Context: an optimization exercise on an open-source flow, tuned for small area, a short achievable clock period and few clock cycles. The choices shown serve that exercise and are no tape-out recipe. RTL that was checked went through simulation tests only; none was proved equivalent to the original. Power figures rest on the tool's default switching activity, not on a simulated workload.

Design physics_engine, start of the top module:
module physics_engine #(
    parameter SCREEN_WIDTH = 320,
    parameter SCREEN_HEIGHT = 240
    ) (
    input  wire        clk,
    input  wire        resetn,
    input  wire        fire,
    input  wire [15:0] axi_Z_dist,
    input  wire [15:0] axi_arrow_vel,
    input  wire [7:0]  wind_x_in,
    input  wire [7:0]  wind_y_in,
    input  wire [8:0]  aim_x,
    input  wire [7:0]  aim_y,
    output wire        result_valid,
    output reg [8:0]   land_x,
    output reg [7:0]   land_y
);
    function [19:0] norm16;      
        input [15:0] x;
        reg   [15:0] y;
        reg   [3:0]  n;
        begin
            y = x; n = 4'd0;
            if (y[15:8] == 8'd0) begin y = {y[7:0], 8'd0};  n[3] = 1'b1; end
            if (y[15:12] == 4'd0) begin y = {y[11:0], 4'd0}; n[2] = 1'b1; end
            if (y[15:14] == 2'd0) begin y = {y[13:0], 2'd0}; n[1] = 1'b1; end
            if (y[15] == 1'b0)    begin y = {y[14:0], 1'b0}; n[0] = 1'b1; end
            norm16 = {n, y};
        end
    endfunction
    function [4:0] bitlen;
        input [16:0] x;
        integer i;
        begin
            bitlen = 5'd0;
            for (i = 0; i < 17; i = i + 1)
                if (x[i]) bitlen = i + 1;
        end
    endfunction
    wire [19:0] nz = norm16(axi_Z_dist);
    wire [19:0] nv = norm16(axi_arrow_vel);
  ...
Size in the first run: about 120 flip-flops, roughly 86 I/O pins, ~14000 sq um of cells after synthesis.
==> flow/config.mk <==
export PLATFORM = sky130hd
export DESIGN_NAME = physics_engine
export DESIGN_NICKNAME = physics_engine
export VERILOG_FILES = /design/flow/design.v
export SDC_FILE = /design/flow/constraint.sdc
export NUM_CORES = 4
export LEC_CHECK = 0
export ABC_CLOCK_PERIOD_IN_PS = 3500
export CAP_MARGIN = 20
export CORE_MARGIN = 2
export CORE_UTILIZATION = 40
export CTS_BUF_LIST = sky130_fd_sc_hd__clkbuf_4 sky130_fd_sc_hd__clkbuf_8
export SETUP_SLACK_MARGIN = 1.5
export SLEW_MARGIN = 20
==> flow/constraint.sdc <==
create_clock -name core_clock -period 6.0 [get_ports {clk}]
set_input_delay 1.2000 -clock core_clock [delete_from_list [all_inputs] [get_ports {clk}]]
set_output_delay 1.2000 -clock core_clock [all_outputs]
set_load 0.01 [all_outputs]
run.sh (not shown) runs the stock make flow with config.mk's settings and CLKGATE_MAP_FILE= SYNTH_SCRIPT=/design/flow/synth_recipe.tcl, a recipe that flattens the netlist after the stock synthesis.
Testbench counts at the start, summed over its fixed seeds: cycles 8,553.
Rerun with:
Settings changed: CTS_BUF_LIST sky130_fd_sc_hd__clkbuf_4 sky130_fd_sc_hd__clkbuf_8 to not set, SETUP_SLACK_MARGIN 1.5 to 1.75.
Outcome:
- clock-buffer cell count grows by 3
- setup slack gets better by 140 ps
- total power grows by a little under a tenth
- final area grows by a few percent
- die area stays the same
- synthesized area does not change
- cell count grows slightly
- wire length grows slightly
- maximum frequency grows by a few percent
- sequential share of layout area shrinks by 0.59 points
Rerun with:
Settings changed: PLACE_DENSITY set to 0.8, SETUP_SLACK_MARGIN 1.75 to 1.5.
What happened: Flip-flop and latch count does not change; cell area is lower by about 2.8%; non-clock buffer count fell by 21; total power is lower by about 4.7%; via count climbs by 1.6%; clock power is lower by about 8%.
Rerun with:
Settings changed: CORE_UTILIZATION 40 to 50, PLACE_DENSITY 0.8 to not set.
=>
- The new run finished with timing, DRC and antenna clean
- utilization goes up by 13 points
- synthesized cell count does not change
- total power rises slightly
- global-route usage went up by 5.6 points

* * *

## onyx
Starting RTL as in the previous note.
Settings: LEC_CHECK=0, ABC_AREA=1, CAP_MARGIN=20, CORE_MARGIN=2, CORE_UTILIZATION=40, PLACE_DENSITY=0.7, SETUP_SLACK_MARGIN=1.5, SLEW_MARGIN=20; clock period 6.0 ns.
onyx | status: complete | timing, DRC, antenna: pass
Testbench counts of onyx, summed over its fixed seeds: cycles 8,553.
Input changes introduced in cedar (baseline for comparison: onyx):
Settings: ABC_CLOCK_PERIOD_IN_PS now 3500, previously not set; PLACE_DENSITY no longer set, was 0.7; ABC_AREA no longer set, was 1; TNS_END_PERCENT now 20, previously not set.
Notes after the runs:
cedar has completed all stages; timing, DRC and antenna checks passed.
Post-layout utilization of the core in cedar is 0.34 points above onyx.
cedar vs onyx — post-layout minimum cycle time rose 0.31 ns.
cedar: clock network fraction of design power 1.7 points above onyx
Length in cells of the worst reg-to-reg path was higher in onyx than in cedar.
Compared with onyx, in cedar total standard cell area after synthesis now smaller, setup slack at placement has decreased, ratio of final minimum period to clock period saw an increase.

* * *

physics_engine, a different RTL version from the one above (not shown whole).
Size in the first run: about 1500 cells after synthesis, roughly 110 flip-flops.
clock: 6.0 ns
lec_check: 0
abc_clock_period_in_ps: 3500
cap_margin: 20
core_margin: 2
core_utilization: 40
setup_slack_margin: 3.0
slew_margin: 20
Testbench counts at the start, summed over its fixed seeds: cycles 10,198.
Rerun with:
--- a/flow/config.mk
+++ b/flow/config.mk
@@ -9,5 +9,5 @@
 export CAP_MARGIN = 20
 export CORE_MARGIN = 2
-export CORE_UTILIZATION = 40
-export SETUP_SLACK_MARGIN = 3.0
+export CORE_UTILIZATION = 60
+export SETUP_SLACK_MARGIN = 2.0
 export SLEW_MARGIN = 20
=> Sequential power barely changes. Final area shrinks by 12%. Area after synthesis stays the same. Maximum frequency is about the same. Global-route usage grows by 6.6 points. Clock skew shrinks by 0.0071 ns.

* * *

physics_engine with an RTL version that a note above also has.
For scale: roughly 1700 cells after synthesis, about 120 flip-flops, roughly 86 I/O pins.
==> flow/config.mk <==
export PLATFORM = sky130hd
export DESIGN_NAME = physics_engine
export DESIGN_NICKNAME = physics_engine
export VERILOG_FILES = /design/flow/design.v
export SDC_FILE = /design/flow/constraint.sdc
export NUM_CORES = 4
export LEC_CHECK = 0
export ABC_CLOCK_PERIOD_IN_PS = 3500
export CAP_MARGIN = 10
export CORE_MARGIN = 2
export CORE_UTILIZATION = 40
export SETUP_SLACK_MARGIN = 1.5
export SLEW_MARGIN = 10
==> flow/constraint.sdc <==
create_clock -name core_clock -period 6.0 [get_ports {clk}]
set_input_delay 1.2000 -clock core_clock [delete_from_list [all_inputs] [get_ports {clk}]]
set_output_delay 1.2000 -clock core_clock [all_outputs]
set_load 0.01 [all_outputs]
Testbench counts at the start, summed over its fixed seeds: cycles 8,553.
Rerun with:
- CAP_MARGIN: 10 -> 20
- PLACE_DENSITY: unset -> 0.7
- SETUP_SLACK_MARGIN: 1.5 -> 1.6
- SLEW_MARGIN: 10 -> 20
Effect:
- worst setup slack gains 0.061 ns
- count of clock-buffer cells in the layout fell by 1
- die area does not change
- cell area rose slightly
- non-clock buffer count rose by 14
- wire length fell slightly
- critical path depth rose by 1
Rerun with:
- CORE_UTILIZATION: 40 -> 30
- PLACE_DENSITY: 0.7 -> unset
- SETUP_SLACK_MARGIN: 1.6 -> 1.5
Effect: The changed run ran to the end with no violations. Via count falls by 2.7%. Synthesized area does not change. Routed wire length rose by 2.7%. Cell count rose by 5.7%. Cell area is higher by 0.41%. Worst setup slack got worse by 0.074 ns. Register-to-register slack degrades by 0.07 ns. Flip-flop and latch count does not change.
Rerun with:
- CORE_UTILIZATION: 30 -> 40
- PLACE_DENSITY: unset -> 0.7
=>
- clock skew came out higher by 0.0053 ns
- via count rises by 1.3%
- sequential share of layout area climbs by 0.36 points
- total power drops by 0.34%
- combinational power barely changes
Rerun with:
- PLACE_DENSITY: 0.7 -> 0.6
Result: The new run passed the timing, design-rule and antenna checks. Clock power is about the same. Wire length rose by 2.8%. Via count fell by 1.0%.

* * *

The RTL this note starts from:
==> flow/design.v <==
`timescale 1ns / 1ps
module iterative_divider (
    input  wire [16:0] t_in,
    input  wire        a_in,
    input  wire [15:0] v,
    input  wire        mask,       
    input  wire [6:0]  wx,
    input  wire [6:0]  wy,
    input  wire [16:0] accx_in,
    input  wire        satx_in,
    input  wire [15:0] accy_in,
    input  wire        saty_in,
    output wire [16:0] t_out,
    output wire [16:0] accx_out,
    output wire        satx_out,
    output wire [15:0] accy_out,
    output wire        saty_out
);
    wire [17:0] u  = {t_in, a_in};
    wire [18:0] v1 = {3'b0, v};
    wire [18:0] v2 = {2'b0, v, 1'b0};
    wire [18:0] e1 = {1'b0, u} - v1;
    wire [18:0] e2 = {1'b0, u} - v2;
    wire [18:0] na = ~v1;
    wire [18:0] nb = ~v2;
    wire [18:0] uu = {1'b0, u};
    wire [18:0] cs_s = uu ^ na ^ nb;
    wire [18:0] cs_c = {(uu[17:0] & na[17:0]) | (uu[17:0] & nb[17:0]) | (na[17:0] & nb[17:0]), 1'b0};
    wire [18:0] e3 = cs_s + cs_c + 19'd2;
    wire g1 = ~e1[18];
    wire g2 = ~e2[18];
    wire g3 = ~e3[18];
    wire s3 = g3;
    wire s2 = g2 & ~g3;
    wire s1 = g1 & ~g2;
    wire s0 = ~g1;
    wire [15:0] r = ({16{s3}} & e3[15:0]) | ({16{s2}} & e2[15:0]) |
                    ({16{s1}} & e1[15:0]) | ({16{s0}} & u[15:0]);
    assign t_out = {r, 1'b0};
    wire m = ~mask;
    horner4 #(.W(17)) hx (
        .acc(accx_in), .sat(satx_in), .w(wx),
        .s0(s0 | mask), .s1(s1 & m), .s2(s2 & m), .s3(s3 & m),
        .acc_out(accx_out), .sat_out(satx_out));
    horner4 #(.W(16)) hy (
        .acc(accy_in), .sat(saty_in), .w(wy),
        .s0(s0 | mask), .s1(s1 & m), .s2(s2 & m), .s3(s3 & m),
        .acc_out(accy_out), .sat_out(saty_out));
endmodule
module horner4 #(
    parameter W = 17
) (
    input  wire [W-1:0] acc,
    input  wire         sat,
    input  wire [6:0]   w,
    input  wire         s0, s1, s2, s3,
    output wire [W-1:0] acc_out,
    output wire         sat_out
);
    localparam H = W - 7;                     
    wire [8:0]   w1 = {2'b0, w};
    wire [8:0]   w2 = {1'b0, w, 1'b0};
    wire [8:0]   w3 = w1 + w2;
    wire [7:0]   l1 = {1'b0, acc[6:0]} + {3'b0, w1[8:2]};
    wire [7:0]   l2 = {1'b0, acc[6:0]} + {2'b0, w2[8:2]};
    wire [7:0]   l3 = {1'b0, acc[6:0]} + {1'b0, w3[8:2]};
    wire [H-1:0] hi  = acc[W-1:7];
    wire [H-1:0] hi1 = hi + 1'b1;
    wire top = |hi[H-1:H-2];
    wire all1 = &hi[H-3:0];
    wire [W-1:0] c0 = {hi[H-3:0], acc[6:0], 2'b00};
    wire [W-1:0] c1 = {l1[7] ? hi1[H-3:0] : hi[H-3:0], l1[6:0], w1[1:0]};
    wire [W-1:0] c2 = {l2[7] ? hi1[H-3:0] : hi[H-3:0], l2[6:0], w2[1:0]};
    wire [W-1:0] c3 = {l3[7] ? hi1[H-3:0] : hi[H-3:0], l3[6:0], w3[1:0]};
    assign acc_out = ({W{s0}} & c0) | ({W{s1}} & c1) | ({W{s2}} & c2) | ({W{s3}} & c3);
    assign sat_out = sat | top | (all1 & ((s1 & l1[7]) | (s2 & l2[7]) | (s3 & l3[7])));
endmodule
`timescale 1ns / 1ps
module physics_engine #(
    parameter SCREEN_WIDTH = 320,
    parameter SCREEN_HEIGHT = 240
    ) (
    input  wire        clk,
    input  wire        resetn,
    input  wire        fire,
    input  wire [15:0] axi_Z_dist,
    input  wire [15:0] axi_arrow_vel,
    input  wire [7:0]  wind_x_in,
    input  wire [7:0]  wind_y_in,
    input  wire [8:0]  aim_x,
    input  wire [7:0]  aim_y,
    output wire        result_valid,
    output reg [8:0]   land_x,
    output reg [7:0]   land_y
);
    function [19:0] norm16;      
        input [15:0] x;
        reg   [15:0] y;
        reg   [3:0]  n;
        begin
            y = x; n = 4'd0;
            if (y[15:8] == 8'd0) begin y = {y[7:0], 8'd0};  n[3] = 1'b1; end
            if (y[15:12] == 4'd0) begin y = {y[11:0], 4'd0}; n[2] = 1'b1; end
            if (y[15:14] == 2'd0) begin y = {y[13:0], 2'd0}; n[1] = 1'b1; end
            if (y[15] == 1'b0)    begin y = {y[14:0], 1'b0}; n[0] = 1'b1; end
            norm16 = {n, y};
        end
    endfunction
    function [4:0] bitlen;
        input [16:0] x;
        integer i;
        begin
            bitlen = 5'd0;
            for (i = 0; i < 17; i = i + 1)
                if (x[i]) bitlen = i + 1;
        end
    endfunction
    wire [19:0] nz = norm16(axi_Z_dist);
    wire [19:0] nv = norm16(axi_arrow_vel);
    wire [5:0]  s  = 6'd8 + {2'b0, nv[19:16]} - {2'b0, nz[19:16]};
    wire        zero_q = ~nv[15] | ~nz[15] | s[5];
    reg         busy;        
    reg         fin;         
    reg  [3:0]  cnt;         
    reg  [16:0] t;
    reg         a;
    reg  [14:0] vn;          
    reg  [6:0]  wxm, wym;
    reg         wxn, wyn;
    reg  [8:0]  ax;
    reg  [7:0]  ay;
    reg  [16:0] accx;
    reg  [15:0] accy;
    reg         satx, saty;
    wire [16:0] t_nx;
    wire [16:0] accx_nx;
    wire [15:0] accy_nx;
    wire        satx_nx, saty_nx;
    iterative_divider core (
        .t_in(t), .a_in(a), .v({1'b1, vn}), .mask(cnt[3]), .wx(wxm), .wy(wym),
        .accx_in(accx), .satx_in(satx), .accy_in(accy), .saty_in(saty),
        .t_out(t_nx), .accx_out(accx_nx), .satx_out(satx_nx),
        .accy_out(accy_nx), .saty_out(saty_nx));
    wire [8:0] tx_in = wind_x_in[7] ? aim_x : SCREEN_WIDTH - aim_x;
    wire [8:0] ty_in = wind_y_in[7] ? {1'b0, aim_y} : SCREEN_HEIGHT - {1'b0, aim_y};
    wire d0x_in = (wind_x_in[6:0] == 7'd0) |
                  (wind_x_in[7] ? (aim_x == 9'd0) : (aim_x >= SCREEN_WIDTH));
    wire d0y_in = (wind_y_in[6:0] == 7'd0) |
                  (wind_y_in[7] ? (aim_y == 8'd0) : ({1'b0, aim_y} >= SCREEN_HEIGHT));
    reg  [3:0] jx, jy;
    reg        d0x, d0y;
    always @(posedge clk) begin
        if (fire) begin
            jx  <= bitlen({8'd0, tx_in}) ;
            jy  <= bitlen({8'd0, ty_in}) ;
            d0x <= d0x_in;
            d0y <= d0y_in;
        end
    end
    wire signed [6:0] ex = $signed({3'b0, jx}) + 7'sd6 - $signed({2'b0, cnt, 1'b0});
    wire signed [6:0] ey = $signed({3'b0, jy}) + 7'sd6 - $signed({2'b0, cnt, 1'b0});
    reg  [16:0] mkx;
    reg  [15:0] mky;
    integer i;
    always @* begin
        for (i = 0; i < 17; i = i + 1) mkx[i] = (ex <= i);
        for (i = 0; i < 16; i = i + 1) mky[i] = (ey <= i);
    end
    wire big_x = satx | (|(accx & mkx));
    wire big_y = saty | (|(accy & mky));
    wire det_x = d0x | big_x;
    wire det_y = d0y | big_y;
    wire det   = det_x & det_y;
    assign result_valid = fin | (busy & det);
    wire [10:0] qx = wxn ? {2'b0, ax} - {2'b0, accx[16:8]} : {2'b0, ax} + {2'b0, accx[16:8]};
    wire [9:0]  qy = wyn ? {2'b0, ay} - {2'b0, accy[15:8]} : {2'b0, ay} + {2'b0, accy[15:8]};
    wire fx = busy & big_x;
    wire fy = busy & big_y;
    wire x_lo = wxn & (satx | fx | qx[10]);
    wire x_hi = ~x_lo & ((~wxn & (satx | fx)) | qx >= SCREEN_WIDTH);
    wire y_lo = wyn & (saty | fy | qy[9]);
    wire y_hi = ~y_lo & ((~wyn & (saty | fy)) | qy >= SCREEN_HEIGHT);
    always @* begin
        land_x = x_lo ? 9'd0 : x_hi ? SCREEN_WIDTH - 1 : qx[8:0];
        land_y = y_lo ? 8'd0 : y_hi ? SCREEN_HEIGHT - 1 : qy[7:0];
    end
    always @(posedge clk) begin
        if (!resetn) begin
            busy <= 1'b0;
            fin  <= 1'b0;
        end else if (fire) begin
            busy <= ~zero_q;
            fin  <= zero_q;
        end else begin
            busy <= busy & ~det & (cnt != 4'd0);
            fin  <= busy & ~det & (cnt == 4'd0);
        end
    end
    always @(posedge clk) begin
        if (fire) begin
            vn   <= nv[14:0];
            wxm  <= wind_x_in[6:0];
            wym  <= wind_y_in[6:0];
            wxn  <= wind_x_in[7];
            wyn  <= wind_y_in[7];
            ax   <= aim_x;
            ay   <= aim_y;
        end
    end
    always @(posedge clk) begin
        if (fire) begin
            t    <= s[0] ? {1'b0, nz[15:0]} : {2'b0, nz[15:1]};
            a    <= ~s[0] & nz[0];
            cnt  <= s[4:1];
            accx <= 17'd0;
            accy <= 16'd0;
            satx <= 1'b0;
            saty <= 1'b0;
        end else begin
            t    <= t_nx;
            a    <= 1'b0;
            cnt  <= cnt - 4'd1;
            accx <= accx_nx;
            accy <= accy_nx;
            satx <= satx_nx;
            saty <= saty_nx;
        end
    end
endmodule
Settings: LEC_CHECK=0, ABC_CLOCK_PERIOD_IN_PS=3500, CAP_MARGIN=20, CORE_MARGIN=2, CORE_UTILIZATION=40, SETUP_SLACK_MARGIN=0.7, SLEW_MARGIN=20; clock period 6.0 ns.
The starting point completed with no timing, DRC or antenna violations.
Edit:
SETUP_SLACK_MARGIN = 1.0   (was 0.7)
Result:
- register-to-register slack gains 200 ps
- total power went up by 1.7%
- area after synthesis does not change
- routed wire length grows by 0.71%
- maximum frequency is higher by 8.3%
- final cell count went up by 0.35%
- worst setup slack improves by 410 ps
- sequential power stays flat
- hold slack barely changes
- combinational power climbs by about 2%
Edit:
ABC_CLOCK_PERIOD_IN_PS = 4500   (was 3500)
Outcome:
- The changed run produced a clean layout
- count of clock-buffer cells in the layout is unchanged
- clock skew does not change
- routed wire length does not change
- global-route usage stays the same
- critical path depth stays the same
- worst setup slack is unchanged
- synthesized area does not change
- via count stays the same
- fmax does not change
Function was not checked in any run of this note: the RTL went through the layout flow alone.

[static timing again, ports no longer ideal]
How much do the figures lean on ideal ports? The routed layouts below were timed once more, with nothing changed but the port constraints.
Step 1, drivers: a clkbuf_16 drives clk and a buf_2 each remaining input, both assumed.
Step 2 times the ports against the registers' clock, not the clock port: input delays grow and output delays shrink by t, the midpoint of the rising clock arrivals with the driver on.
Three values: ideal ports, drivers, drivers and shift; two values: the first two.
run	t, ns	slack for setup (ns)	worst slew at a driven data input, ns
the first run of note 1	0.535	1.507 / 1.459 / 1.068	0.04
the second run of note 1	0.489	1.645 / 1.594 / 1.428	0.06
the third run of note 1	0.473	1.591 / 1.543 / 1.176	0.05
the fourth run of note 1	0.475	1.567 / 1.515 / 1.160	0.06
onyx	0.482	1.749 / 1.699 / 1.290	0.04
cedar	0.487	1.440 / 1.389 / 1.040	0.04
the first run of note 3	0.414	1.247 / 1.200 / 1.614	0.05
the second run of note 3	0.417	1.256 / 1.209 / 1.626	0.04
the first run of note 4	0.487	1.608 / 1.581 / 1.149	0.04
the second run of note 4	0.474	1.668 / 1.617 / 1.243	0.04
the third run of note 4	0.487	1.595 / 1.540 / 1.204	0.07
the fourth run of note 4	0.476	1.623 / 1.590 / 1.256	0.05
the fifth run of note 4	0.487	1.608 / 1.581 / 1.149	0.04
the first run of note 5	0.473	0.655 / 0.603 / 0.815	0.08
the second run of note 5	0.472	1.063 / 1.011 / 0.804	0.08
the third run of note 5	0.472	1.063 / 1.011 / 0.804	0.08
After both steps every run listed still meets setup and hold.
